From an optimization exercise on the open Yosys and OpenROAD flow, aimed at small area; shortcuts taken in it are not production practice.
Where RTL was checked, it was by simulation tests only, not by an equivalence proof against the original.
No activity file was given, so power comes from the tool's default toggle rates.

==> 01-17 <==
==> flow/design.v <==
module temp_sensor_top(
    input         CLK100MHZ,
    input         enable,
    input  [15:0] manualSwitch,
    input         reset,
    input         TMP_SDA_in,
    output        TMP_SDA_out,
    output        TMP_SDA_oe,
    output        TMP_SCL,
    output [6:0]  CA,
    output [7:0]  AN,
    output        dp,
    output        R, G, B,
    output [15:0] LED
    );
    reg [17:0] scan;
    always @(posedge CLK100MHZ)
        scan <= reset ? 18'd0 : scan + 18'd1;
    reg [8:0] pre;
    wire tick = (pre == 9'd499);
    always @(posedge CLK100MHZ)
        pre <= (reset | tick) ? 9'd0 : pre + 9'd1;
    reg [3:0] sub;
    reg [5:0] slot;
    wire sub_last = (sub == 4'd9);
    always @(posedge CLK100MHZ)
        if (reset) begin
            sub  <= 4'd0;
            slot <= 6'd0;
        end else if (tick) begin
            sub <= sub_last ? 4'd0 : sub + 4'd1;
            if (sub_last)
                slot <= (slot == 6'd55) ? 6'd0 : slot + 6'd1;
        end
    assign TMP_SCL = slot[0];
    assign TMP_SDA_oe = (slot <= 6'd16) | (slot == 6'd35) | (slot == 6'd36) | (slot >= 6'd53);
    wire hi = (sub >= 4'd5);
    reg obit;
    always @(*)
        case (slot)
            6'd0:  obit = ~hi;
            6'd1:  obit = hi;
            6'd2:  obit = 1'b1;
            6'd3:  obit = ~hi;
            6'd4, 6'd5, 6'd6: obit = 1'b0;
            6'd7:  obit = hi;
            6'd8:  obit = 1'b1;
            6'd9:  obit = ~hi;
            6'd10: obit = 1'b0;
            6'd11: obit = hi;
            6'd35, 6'd36: obit = 1'b0;
            default: obit = 1'b1;
        endcase
    assign TMP_SDA_out = obit;
    wire sample = tick & sub_last & ~slot[0] & (slot >= 6'd20) & (slot <= 6'd46) & (slot != 6'd36);
    reg [12:0] shreg;
    always @(posedge CLK100MHZ)
        if (sample)
            shreg <= {shreg[11:0], TMP_SDA_in};
    reg [12:0] temp;
    always @(posedge CLK100MHZ)
        if (reset)
            temp <= 13'd0;
        else if (tick & (slot == 6'd53))
            temp <= shreg;
    reg [6:0] pwm;
    always @(posedge CLK100MHZ)
        pwm <= (reset | (pwm == 7'd100)) ? 7'd0 : pwm + 7'd1;
    wire [7:0] ipart = temp[11:4];
    reg rgb_q;
    reg rgb;
    always @(*)
        if (temp[12])
            rgb = (pwm < 7'd25);
        else if (ipart > 8'd30)
            rgb = (pwm != 7'd100);
        else if (ipart != 8'd0 && ipart < 8'd30)
            rgb = (pwm < 7'd50);
        else
            rgb = rgb_q;
    always @(posedge CLK100MHZ)
        rgb_q <= reset ? 1'b0 : rgb;
    assign R = rgb;
    assign G = rgb;
    assign B = rgb;
    wire [12:0] val = enable ? temp : manualSwitch[12:0];
    assign LED = {val, 3'b000};
    wire neg = val[12];
    wire [12:0] mag = neg ? (~val + 13'd1) : val;
    wire [7:0] x = mag[11:4];
    wire [3:0] frac = mag[3:0];
    function [9:0] bcd8(input [7:0] b);
        integer i;
        reg [17:0] s;
        begin
            s = {10'd0, b};
            for (i = 0; i < 8; i = i + 1) begin
                if (s[11:8]  >= 5) s[11:8]  = s[11:8]  + 4'd3;
                if (s[15:12] >= 5) s[15:12] = s[15:12] + 4'd3;
                s = s << 1;
            end
            bcd8 = s[17:8];
        end
    endfunction
    wire [9:0] bcd = bcd8(x);
    wire [1:0] hun = bcd[9:8];
    wire [3:0] ten = bcd[7:4];
    wire [3:0] one = bcd[3:0];
    localparam [4:0] BLANK = 5'b11111, DASH = 5'b10000;
    reg [4:0] code;
    reg [3:0] fd;
    always @(*) begin
        fd = 4'd0;
        case (scan[16:15])
            2'd0: fd = (frac[0]) ? 4'd5 : 4'd0;
            2'd1: case (frac[1:0]) 2'd0: fd = 4'd0; 2'd1: fd = 4'd2; 2'd2: fd = 4'd5; default: fd = 4'd7; endcase
            2'd2: case (frac[2:0]) 3'd0: fd = 4'd0; 3'd1: fd = 4'd6; 3'd2: fd = 4'd2; 3'd3: fd = 4'd8;
                                    3'd4: fd = 4'd5; 3'd5: fd = 4'd1; 3'd6: fd = 4'd7; default: fd = 4'd3; endcase
            default: case (frac) 4'd0: fd = 4'd0; 4'd1: fd = 4'd0; 4'd2: fd = 4'd1; 4'd3: fd = 4'd1;
                                 4'd4: fd = 4'd2; 4'd5: fd = 4'd3; 4'd6: fd = 4'd3; 4'd7: fd = 4'd4;
                                 4'd8: fd = 4'd5; 4'd9: fd = 4'd5; 4'd10: fd = 4'd6; 4'd11: fd = 4'd6;
                                 4'd12: fd = 4'd7; 4'd13: fd = 4'd8; 4'd14: fd = 4'd8; default: fd = 4'd9; endcase
        endcase
        case (scan[17:15])
            3'd0, 3'd1, 3'd2, 3'd3: code = {1'b0, fd};
            3'd4: code = {1'b0, one};
            3'd5: if (enable)
                      code = (hun == 2'd0) ? {1'b0, ten} :
                             (hun == 2'd1 && ten <= 4'd5) ? {1'b0, ten + 4'd10} :
                             (hun == 2'd1 && ten == 4'd6) ? DASH : BLANK;
                  else
                      code = (hun != 2'd0 || ten != 4'd0) ? {1'b0, ten} : (neg ? DASH : BLANK);
            3'd6: if (enable)
                      code = neg ? DASH : BLANK;
                  else
                      code = (hun != 2'd0) ? {3'b000, hun} : ((neg && ten != 4'd0) ? DASH : BLANK);
            default: code = BLANK;
        endcase
    end
    reg [6:0] seg;
    always @(*)
        case (code)
            5'd0:  seg = 7'b1000000;
            5'd1:  seg = 7'b1111001;
            5'd2:  seg = 7'b0100100;
            5'd3:  seg = 7'b0110000;
            5'd4:  seg = 7'b0011001;
            5'd5:  seg = 7'b0010010;
            5'd6:  seg = 7'b0000010;
            5'd7:  seg = 7'b1111000;
            5'd8:  seg = 7'b0000000;
            5'd9:  seg = 7'b0011000;
            5'd10: seg = 7'b0001000;
            5'd11: seg = 7'b0000011;
            5'd12: seg = 7'b1000110;
            5'd13: seg = 7'b0100001;
            5'd14: seg = 7'b0000110;
            5'd15: seg = 7'b0001110;
            5'd16: seg = 7'b0111111;
            default: seg = 7'b1111111;
        endcase
    assign CA = seg;
    reg [7:0] an;
    always @(*)
        case (scan[17:15])
            3'd0: an = 8'b11111110;
            3'd1: an = 8'b11111101;
            3'd2: an = 8'b11111011;
            3'd3: an = 8'b11110111;
            3'd4: an = 8'b11101111;
            3'd5: an = 8'b11011111;
            3'd6: an = 8'b10111111;
            default: an = 8'b11111111;
        endcase
    assign AN = an;
    assign dp = ~(scan[17:15] == 3'd4);
endmodule
==> flow/run.sh <==
#!/bin/bash
# synth_recipe.tcl (not shown) runs the flow's synth.tcl, then flattens the netlist and writes it again
# the make line also repeats each setting of config.mk as NAME=value (left out here)
make -C /OpenROAD-flow-scripts/flow DESIGN_CONFIG=/design/flow/config.mk WORK_HOME=/design/flow/orfs CLKGATE_MAP_FILE= SYNTH_SCRIPT=/design/flow/synth_recipe.tcl finish
==> flow/config.mk <==
export PLATFORM = sky130hd
export DESIGN_NAME = temp_sensor_top
export DESIGN_NICKNAME = temp_sensor_top
export VERILOG_FILES = /design/flow/design.v
export SDC_FILE = /design/flow/constraint.sdc
export NUM_CORES = 4
export LEC_CHECK = 0
export CAP_MARGIN = 20
export CORE_MARGIN = 2
export CORE_UTILIZATION = 40
export SLEW_MARGIN = 20
==> flow/constraint.sdc <==
create_clock -name core_clock -period 20.0 [get_ports {CLK100MHZ}]
set_input_delay 4.0000 -clock core_clock [delete_from_list [all_inputs] [get_ports {CLK100MHZ}]]
set_output_delay 4.0000 -clock core_clock [all_outputs]
set_load 0.01 [all_outputs]
==> 11-06 (differences from 01-17) <==
==> flow/design.v, changed modules only <==
module temp_sensor_top(
    input         CLK100MHZ,
    input         enable,
    input  [15:0] manualSwitch,
    input         reset,
    input         TMP_SDA_in,
    output        TMP_SDA_out,
    output        TMP_SDA_oe,
    output        TMP_SCL,
    output [6:0]  CA,
    output [7:0]  AN,
    output        dp,
    output        R, G, B,
    output [15:0] LED
    );
    function [17:0] inc18(input [17:0] v);
        integer i;
        reg c;
        begin
            c = 1'b1;
            for (i = 0; i < 18; i = i + 1) begin
                inc18[i] = v[i] ^ c;
                c = c & v[i];
            end
        end
    endfunction
    reg [17:0] scan;
    always @(posedge CLK100MHZ)
        scan <= reset ? 18'd0 : inc18(scan);
    reg [8:0] pre;
    wire tick = (pre == 9'd499);
    wire [17:0] pre_inc = inc18({9'd0, pre});
    always @(posedge CLK100MHZ)
        pre <= (reset | tick) ? 9'd0 : pre_inc[8:0];
    reg [3:0] sub;
    reg [5:0] slot;
    wire sub_last = (sub == 4'd9);
    wire [17:0] sub_inc = inc18({14'd0, sub});
    wire [17:0] slot_inc = inc18({12'd0, slot});
    always @(posedge CLK100MHZ)
        if (reset) begin
            sub  <= 4'd0;
            slot <= 6'd0;
        end else if (tick) begin
            sub <= sub_last ? 4'd0 : sub_inc[3:0];
            if (sub_last)
                slot <= (slot == 6'd55) ? 6'd0 : slot_inc[5:0];
        end
    assign TMP_SCL = slot[0];
    reg oe;
    always @(*)
        case (slot)
            6'd0, 6'd1, 6'd2, 6'd3, 6'd4, 6'd5, 6'd6, 6'd7, 6'd8, 6'd9, 6'd10, 6'd11, 6'd12,
            6'd13, 6'd14, 6'd15, 6'd16, 6'd35, 6'd36, 6'd53, 6'd54, 6'd55: oe = 1'b1;
            default: oe = 1'b0;
        endcase
    assign TMP_SDA_oe = oe;
    wire hi = sub[3] | (sub[2] & (sub[1] | sub[0]));
    reg obit;
    always @(*)
        case (slot)
            6'd0:  obit = ~hi;
            6'd1:  obit = hi;
            6'd2:  obit = 1'b1;
            6'd3:  obit = ~hi;
            6'd4, 6'd5, 6'd6: obit = 1'b0;
            6'd7:  obit = hi;
            6'd8:  obit = 1'b1;
            6'd9:  obit = ~hi;
            6'd10: obit = 1'b0;
            6'd11: obit = hi;
            6'd35, 6'd36: obit = 1'b0;
            default: obit = 1'b1;
        endcase
    assign TMP_SDA_out = obit;
    reg bitslot;
    always @(*)
        case (slot)
            6'd20, 6'd22, 6'd24, 6'd26, 6'd28, 6'd30, 6'd32, 6'd34,
            6'd38, 6'd40, 6'd42, 6'd44, 6'd46: bitslot = 1'b1;
            default: bitslot = 1'b0;
        endcase
    wire sample = tick & sub_last & bitslot;
    reg [12:0] shreg;
    always @(posedge CLK100MHZ)
        if (sample)
            shreg <= {shreg[11:0], TMP_SDA_in};
    reg [12:0] temp;
    always @(posedge CLK100MHZ)
        if (reset)
            temp <= 13'd0;
        else if (tick & (slot == 6'd53))
            temp <= shreg;
    reg [6:0] pwm;
    wire [17:0] pwm_inc = inc18({11'd0, pwm});
    always @(posedge CLK100MHZ)
        pwm <= (reset | (pwm == 7'd100)) ? 7'd0 : pwm_inc[6:0];
    function lt8(input [7:0] v, input [7:0] k);
        integer i;
        reg eq;
        begin
            lt8 = 1'b0;
            eq = 1'b1;
            for (i = 7; i >= 0; i = i - 1) begin
                lt8 = lt8 | (eq & k[i] & ~v[i]);
                eq = eq & ~(k[i] ^ v[i]);
            end
        end
    endfunction
    wire [7:0] ipart = temp[11:4];
    reg rgb_q;
    reg rgb;
    always @(*)
        if (temp[12])
            rgb = lt8({1'b0, pwm}, 8'd25);
        else if (lt8(8'd30, ipart))
            rgb = (pwm != 7'd100);
        else if (ipart != 8'd0 && lt8(ipart, 8'd30))
            rgb = lt8({1'b0, pwm}, 8'd50);
        else
            rgb = rgb_q;
    always @(posedge CLK100MHZ)
        rgb_q <= reset ? 1'b0 : rgb;
    assign R = rgb;
    assign G = rgb;
    assign B = rgb;
    wire [12:0] val = enable ? temp : manualSwitch[12:0];
    assign LED = {val, 3'b000};
    wire neg = val[12];
    reg [12:0] mag;
    reg seen;
    integer j;
    always @(*) begin
        seen = 1'b0;
        for (j = 0; j < 13; j = j + 1) begin
            mag[j] = val[j] ^ (neg & seen);
            seen = seen | val[j];
        end
    end
    wire [7:0] x = mag[11:4];
    wire [3:0] frac = mag[3:0];
    function [3:0] add3(input [3:0] v);
        case (v)
            4'd5: add3 = 4'd8;
            4'd6: add3 = 4'd9;
            4'd7: add3 = 4'd10;
            4'd8: add3 = 4'd11;
            4'd9: add3 = 4'd12;
            default: add3 = v;
        endcase
    endfunction
    function [9:0] bcd8(input [7:0] b);
        integer i;
        reg [17:0] s;
        begin
            s = {10'd0, b};
            for (i = 0; i < 8; i = i + 1) begin
                s[11:8]  = add3(s[11:8]);
                s[15:12] = add3(s[15:12]);
                s = s << 1;
            end
            bcd8 = s[17:8];
        end
    endfunction
    wire [9:0] bcd = bcd8(x);
    wire [1:0] hun = bcd[9:8];
    wire [3:0] ten = bcd[7:4];
    wire [3:0] one = bcd[3:0];
    localparam [4:0] BLANK = 5'b11111, DASH = 5'b10000;
    reg [4:0] code;
    reg [3:0] fd;
    always @(*) begin
        fd = 4'd0;
        case (scan[16:15])
            2'd0: fd = (frac[0]) ? 4'd5 : 4'd0;
            2'd1: case (frac[1:0]) 2'd0: fd = 4'd0; 2'd1: fd = 4'd2; 2'd2: fd = 4'd5; default: fd = 4'd7; endcase
            2'd2: case (frac[2:0]) 3'd0: fd = 4'd0; 3'd1: fd = 4'd6; 3'd2: fd = 4'd2; 3'd3: fd = 4'd8;
                                    3'd4: fd = 4'd5; 3'd5: fd = 4'd1; 3'd6: fd = 4'd7; default: fd = 4'd3; endcase
            default: case (frac) 4'd0: fd = 4'd0; 4'd1: fd = 4'd0; 4'd2: fd = 4'd1; 4'd3: fd = 4'd1;
                                 4'd4: fd = 4'd2; 4'd5: fd = 4'd3; 4'd6: fd = 4'd3; 4'd7: fd = 4'd4;
                                 4'd8: fd = 4'd5; 4'd9: fd = 4'd5; 4'd10: fd = 4'd6; 4'd11: fd = 4'd6;
                                 4'd12: fd = 4'd7; 4'd13: fd = 4'd8; 4'd14: fd = 4'd8; default: fd = 4'd9; endcase
        endcase
        case (scan[17:15])
            3'd0, 3'd1, 3'd2, 3'd3: code = {1'b0, fd};
            3'd4: code = {1'b0, one};
            3'd5: if (enable)
                      case ({hun, ten})
                          6'h00, 6'h01, 6'h02, 6'h03, 6'h04, 6'h05, 6'h06, 6'h07, 6'h08, 6'h09:
                                 code = {1'b0, ten};
                          6'h10: code = 5'd10;
                          6'h11: code = 5'd11;
                          6'h12: code = 5'd12;
                          6'h13: code = 5'd13;
                          6'h14: code = 5'd14;
                          6'h15: code = 5'd15;
                          6'h16: code = DASH;
                          default: code = BLANK;
                      endcase
                  else
                      code = (hun != 2'd0 || ten != 4'd0) ? {1'b0, ten} : (neg ? DASH : BLANK);
            3'd6: if (enable)
                      code = neg ? DASH : BLANK;
                  else
                      code = (hun != 2'd0) ? {3'b000, hun} : ((neg && ten != 4'd0) ? DASH : BLANK);
            default: code = BLANK;
        endcase
    end
    reg [6:0] seg;
    always @(*)
        case (code)
            5'd0:  seg = 7'b1000000;
            5'd1:  seg = 7'b1111001;
            5'd2:  seg = 7'b0100100;
            5'd3:  seg = 7'b0110000;
            5'd4:  seg = 7'b0011001;
            5'd5:  seg = 7'b0010010;
            5'd6:  seg = 7'b0000010;
            5'd7:  seg = 7'b1111000;
            5'd8:  seg = 7'b0000000;
            5'd9:  seg = 7'b0011000;
            5'd10: seg = 7'b0001000;
            5'd11: seg = 7'b0000011;
            5'd12: seg = 7'b1000110;
            5'd13: seg = 7'b0100001;
            5'd14: seg = 7'b0000110;
            5'd15: seg = 7'b0001110;
            5'd16: seg = 7'b0111111;
            default: seg = 7'b1111111;
        endcase
    assign CA = seg;
    reg [7:0] an;
    always @(*)
        case (scan[17:15])
            3'd0: an = 8'b11111110;
            3'd1: an = 8'b11111101;
            3'd2: an = 8'b11111011;
            3'd3: an = 8'b11110111;
            3'd4: an = 8'b11101111;
            3'd5: an = 8'b11011111;
            3'd6: an = 8'b10111111;
            default: an = 8'b11111111;
        endcase
    assign AN = an;
    assign dp = ~(scan[17:15] == 3'd4);
endmodule
- ABC_AREA: default -> 1
- CTS_BUF_LIST: default -> sky130_fd_sc_hd__clkbuf_8
- CTS_CLUSTER_DIAMETER: default -> 500
- CTS_CLUSTER_SIZE: default -> 100
==> 09-09 (differences from 01-17) <==
==> flow/design.v, changed modules only <==
module temp_sensor_top(
    input         CLK100MHZ,
    input         enable,
    input  [15:0] manualSwitch,
    input         reset,
    input         TMP_SDA_in,
    output        TMP_SDA_out,
    output        TMP_SDA_oe,
    output        TMP_SCL,
    output [6:0]  CA,
    output [7:0]  AN,
    output        dp,
    output        R, G, B,
    output [15:0] LED
    );
    function [17:0] inc18(input [17:0] v);
        integer i;
        reg c;
        begin
            c = 1'b1;
            for (i = 0; i < 18; i = i + 1) begin
                inc18[i] = v[i] ^ c;
                c = c & v[i];
            end
        end
    endfunction
    reg [17:0] scan;
    always @(posedge CLK100MHZ)
        scan <= reset ? 18'd0 : inc18(scan);
    reg [8:0] pre;
    wire tick = (pre == 9'd499);
    wire [17:0] pre_inc = inc18({9'd0, pre});
    always @(posedge CLK100MHZ)
        pre <= (reset | tick) ? 9'd0 : pre_inc[8:0];
    reg [3:0] sub;
    reg [5:0] slot;
    wire sub_last = (sub == 4'd9);
    wire [17:0] sub_inc = inc18({14'd0, sub});
    wire [17:0] slot_inc = inc18({12'd0, slot});
    always @(posedge CLK100MHZ)
        if (reset) begin
            sub  <= 4'd0;
            slot <= 6'd0;
        end else if (tick) begin
            sub <= sub_last ? 4'd0 : sub_inc[3:0];
            if (sub_last)
                slot <= (slot == 6'd55) ? 6'd0 : slot_inc[5:0];
        end
    assign TMP_SCL = slot[0];
    reg oe;
    always @(*)
        case (slot)
            6'd0, 6'd1, 6'd2, 6'd3, 6'd4, 6'd5, 6'd6, 6'd7, 6'd8, 6'd9, 6'd10, 6'd11, 6'd12,
            6'd13, 6'd14, 6'd15, 6'd16, 6'd35, 6'd36, 6'd53, 6'd54, 6'd55: oe = 1'b1;
            default: oe = 1'b0;
        endcase
    assign TMP_SDA_oe = oe;
    wire hi = sub[3] | (sub[2] & (sub[1] | sub[0]));
    reg obit;
    always @(*)
        case (slot)
            6'd0:  obit = ~hi;
            6'd1:  obit = hi;
            6'd2:  obit = 1'b1;
            6'd3:  obit = ~hi;
            6'd4, 6'd5, 6'd6: obit = 1'b0;
            6'd7:  obit = hi;
            6'd8:  obit = 1'b1;
            6'd9:  obit = ~hi;
            6'd10: obit = 1'b0;
            6'd11: obit = hi;
            6'd35, 6'd36: obit = 1'b0;
            default: obit = 1'b1;
        endcase
    assign TMP_SDA_out = obit;
    reg bitslot;
    always @(*)
        case (slot)
            6'd20, 6'd22, 6'd24, 6'd26, 6'd28, 6'd30, 6'd32, 6'd34,
            6'd38, 6'd40, 6'd42, 6'd44, 6'd46: bitslot = 1'b1;
            default: bitslot = 1'b0;
        endcase
    wire sample = tick & sub_last & bitslot;
    reg [12:0] shreg;
    always @(posedge CLK100MHZ)
        if (sample)
            shreg <= {shreg[11:0], TMP_SDA_in};
    reg [12:0] temp;
    always @(posedge CLK100MHZ)
        if (reset)
            temp <= 13'd0;
        else if (tick & (slot == 6'd53))
            temp <= shreg;
    reg [6:0] pwm;
    wire [17:0] pwm_inc = inc18({11'd0, pwm});
    always @(posedge CLK100MHZ)
        pwm <= (reset | (pwm == 7'd100)) ? 7'd0 : pwm_inc[6:0];
    function lt8(input [7:0] v, input [7:0] k);
        integer i;
        reg eq;
        begin
            lt8 = 1'b0;
            eq = 1'b1;
            for (i = 7; i >= 0; i = i - 1) begin
                lt8 = lt8 | (eq & k[i] & ~v[i]);
                eq = eq & ~(k[i] ^ v[i]);
            end
        end
    endfunction
    wire [7:0] ipart = temp[11:4];
    reg rgb_q;
    reg rgb;
    always @(*)
        if (temp[12])
            rgb = lt8({1'b0, pwm}, 8'd25);
        else if (lt8(8'd30, ipart))
            rgb = (pwm != 7'd100);
        else if (ipart != 8'd0 && lt8(ipart, 8'd30))
            rgb = lt8({1'b0, pwm}, 8'd50);
        else
            rgb = rgb_q;
    always @(posedge CLK100MHZ)
        rgb_q <= reset ? 1'b0 : rgb;
    assign R = rgb;
    assign G = rgb;
    assign B = rgb;
    wire [12:0] val = enable ? temp : manualSwitch[12:0];
    assign LED = {val, 3'b000};
    wire neg = val[12];
    reg [12:0] mag;
    reg seen;
    integer j;
    always @(*) begin
        seen = 1'b0;
        for (j = 0; j < 13; j = j + 1) begin
            mag[j] = val[j] ^ (neg & seen);
            seen = seen | val[j];
        end
    end
    wire [7:0] x = mag[11:4];
    wire [3:0] frac = mag[3:0];
    function [3:0] add3(input [3:0] v);
        case (v)
            4'd5: add3 = 4'd8;
            4'd6: add3 = 4'd9;
            4'd7: add3 = 4'd10;
            4'd8: add3 = 4'd11;
            4'd9: add3 = 4'd12;
            default: add3 = v;
        endcase
    endfunction
    function [9:0] bcd8(input [7:0] b);
        integer i;
        reg [17:0] s;
        begin
            s = {10'd0, b};
            for (i = 0; i < 8; i = i + 1) begin
                s[11:8]  = add3(s[11:8]);
                s[15:12] = add3(s[15:12]);
                s = s << 1;
            end
            bcd8 = s[17:8];
        end
    endfunction
    wire [9:0] bcd = bcd8(x);
    wire [1:0] hun = bcd[9:8];
    wire [3:0] ten = bcd[7:4];
    wire [3:0] one = bcd[3:0];
    localparam [4:0] BLANK = 5'b11111, DASH = 5'b10000;
    reg [4:0] code;
    reg [3:0] fd;
    always @(*) begin
        fd = 4'd0;
        case (scan[16:15])
            2'd0: fd = (frac[0]) ? 4'd5 : 4'd0;
            2'd1: case (frac[1:0]) 2'd0: fd = 4'd0; 2'd1: fd = 4'd2; 2'd2: fd = 4'd5; default: fd = 4'd7; endcase
            2'd2: case (frac[2:0]) 3'd0: fd = 4'd0; 3'd1: fd = 4'd6; 3'd2: fd = 4'd2; 3'd3: fd = 4'd8;
                                    3'd4: fd = 4'd5; 3'd5: fd = 4'd1; 3'd6: fd = 4'd7; default: fd = 4'd3; endcase
            default: case (frac) 4'd0: fd = 4'd0; 4'd1: fd = 4'd0; 4'd2: fd = 4'd1; 4'd3: fd = 4'd1;
                                 4'd4: fd = 4'd2; 4'd5: fd = 4'd3; 4'd6: fd = 4'd3; 4'd7: fd = 4'd4;
                                 4'd8: fd = 4'd5; 4'd9: fd = 4'd5; 4'd10: fd = 4'd6; 4'd11: fd = 4'd6;
                                 4'd12: fd = 4'd7; 4'd13: fd = 4'd8; 4'd14: fd = 4'd8; default: fd = 4'd9; endcase
        endcase
        case (scan[17:15])
            3'd0, 3'd1, 3'd2, 3'd3: code = {1'b0, fd};
            3'd4: code = {1'b0, one};
            3'd5: if (enable)
                      case ({hun, ten})
                          6'h00, 6'h01, 6'h02, 6'h03, 6'h04, 6'h05, 6'h06, 6'h07, 6'h08, 6'h09:
                                 code = {1'b0, ten};
                          6'h10: code = 5'd10;
                          6'h11: code = 5'd11;
                          6'h12: code = 5'd12;
                          6'h13: code = 5'd13;
                          6'h14: code = 5'd14;
                          6'h15: code = 5'd15;
                          6'h16: code = DASH;
                          default: code = BLANK;
                      endcase
                  else
                      code = (hun != 2'd0 || ten != 4'd0) ? {1'b0, ten} : (neg ? DASH : BLANK);
            3'd6: if (enable)
                      code = neg ? DASH : BLANK;
                  else
                      code = (hun != 2'd0) ? {3'b000, hun} : ((neg && ten != 4'd0) ? DASH : BLANK);
            default: code = BLANK;
        endcase
    end
    reg [6:0] seg;
    always @(*)
        case (code)
            5'd0:  seg = 7'b1000000;
            5'd1:  seg = 7'b1111001;
            5'd2:  seg = 7'b0100100;
            5'd3:  seg = 7'b0110000;
            5'd4:  seg = 7'b0011001;
            5'd5:  seg = 7'b0010010;
            5'd6:  seg = 7'b0000010;
            5'd7:  seg = 7'b1111000;
            5'd8:  seg = 7'b0000000;
            5'd9:  seg = 7'b0011000;
            5'd10: seg = 7'b0001000;
            5'd11: seg = 7'b0000011;
            5'd12: seg = 7'b1000110;
            5'd13: seg = 7'b0100001;
            5'd14: seg = 7'b0000110;
            5'd15: seg = 7'b0001110;
            5'd16: seg = 7'b0111111;
            default: seg = 7'b1111111;
        endcase
    assign CA = seg;
    reg [7:0] an;
    always @(*)
        case (scan[17:15])
            3'd0: an = 8'b11111110;
            3'd1: an = 8'b11111101;
            3'd2: an = 8'b11111011;
            3'd3: an = 8'b11110111;
            3'd4: an = 8'b11101111;
            3'd5: an = 8'b11011111;
            3'd6: an = 8'b10111111;
            default: an = 8'b11111111;
        endcase
    assign AN = an;
    assign dp = ~(scan[17:15] == 3'd4);
endmodule
- ABC_AREA: default -> 1
==> run notes <==
GRT met2 Usage 0.3064; Clk network pwr share 0.280; P_int between 0.2 and 0.25 mW; status complete, no violations; R2R Path End scan[17]; Cell Area, Synth between 0.005 and 0.006 mm^2; Worst path most repeated cell nand2_1; Worst-path clk slew ~0.060 ns; fillcell total approximately 1300; core footprint approximately 0.013 mm^2; n_taps around 180; CP endpoint CA[3]; first-pass GRT wire length around 20 mm
[end of results for 11-06]
==> run notes <==
n_taps between 150 and 200; first-pass GRT wire length ~20 mm; core footprint 0.01309 mm^2; Worst path most repeated cell nand2_1; P_int 0.2708 mW; Clk network pwr share 0.364; R2R Path End scan[17]; status complete, no violations; GRT met2 Usage 0.3068; CP endpoint CA[3]
[end of results for 09-09]
==> run notes <==
status complete, no violations; GRT met2 Usage 0.2960; first-pass GRT wire length around 24 mm; R2R Path End shreg[8]; CP endpoint CA[6]; n_taps 184; P_int between 0.3 and 0.4 mW; Cell Area, Synth about 0.0060 mm^2; core footprint approximately 0.015 mm^2; Worst path most repeated cell ha_1
[end of results for 01-17]
Function not checked in 01-17: the RTL went through the layout flow alone.

==> what the ideal ports hide <==
In the flow no input, the clock included, has a driving cell. The finished layouts below were timed again as built, in two steps.
Step 1, drivers: a clkbuf_16 drives CLK100MHZ and a buf_2 each remaining input, both assumed.
Step 2 times the ports against the registers' clock, not the clock port: input delays grow and output delays shrink by t, the midpoint of the rising clock arrivals with the driver on.
Slacks: ideal ports / drivers / drivers and shift; pairs: ideal ports / drivers.
| run | shift t [ns] | setup WS [ns] | worst data-port slew with drivers (ns) |
|---|---|---|---|
| 01-17 | 0.365 | 0.957 / 0.923 / 0.923 | 0.04 |
| 11-06 | 0.374 | 6.875 / 6.853 / 6.853 | 0.04 |
| 09-09 | 0.361 | 6.887 / 6.865 / 6.865 | 0.04 |
After both steps every run listed still meets setup and hold. For 01-17, which loses most, drivers alone change the setup slack by -0.034 ns; drivers and shift together by -0.034 ns.
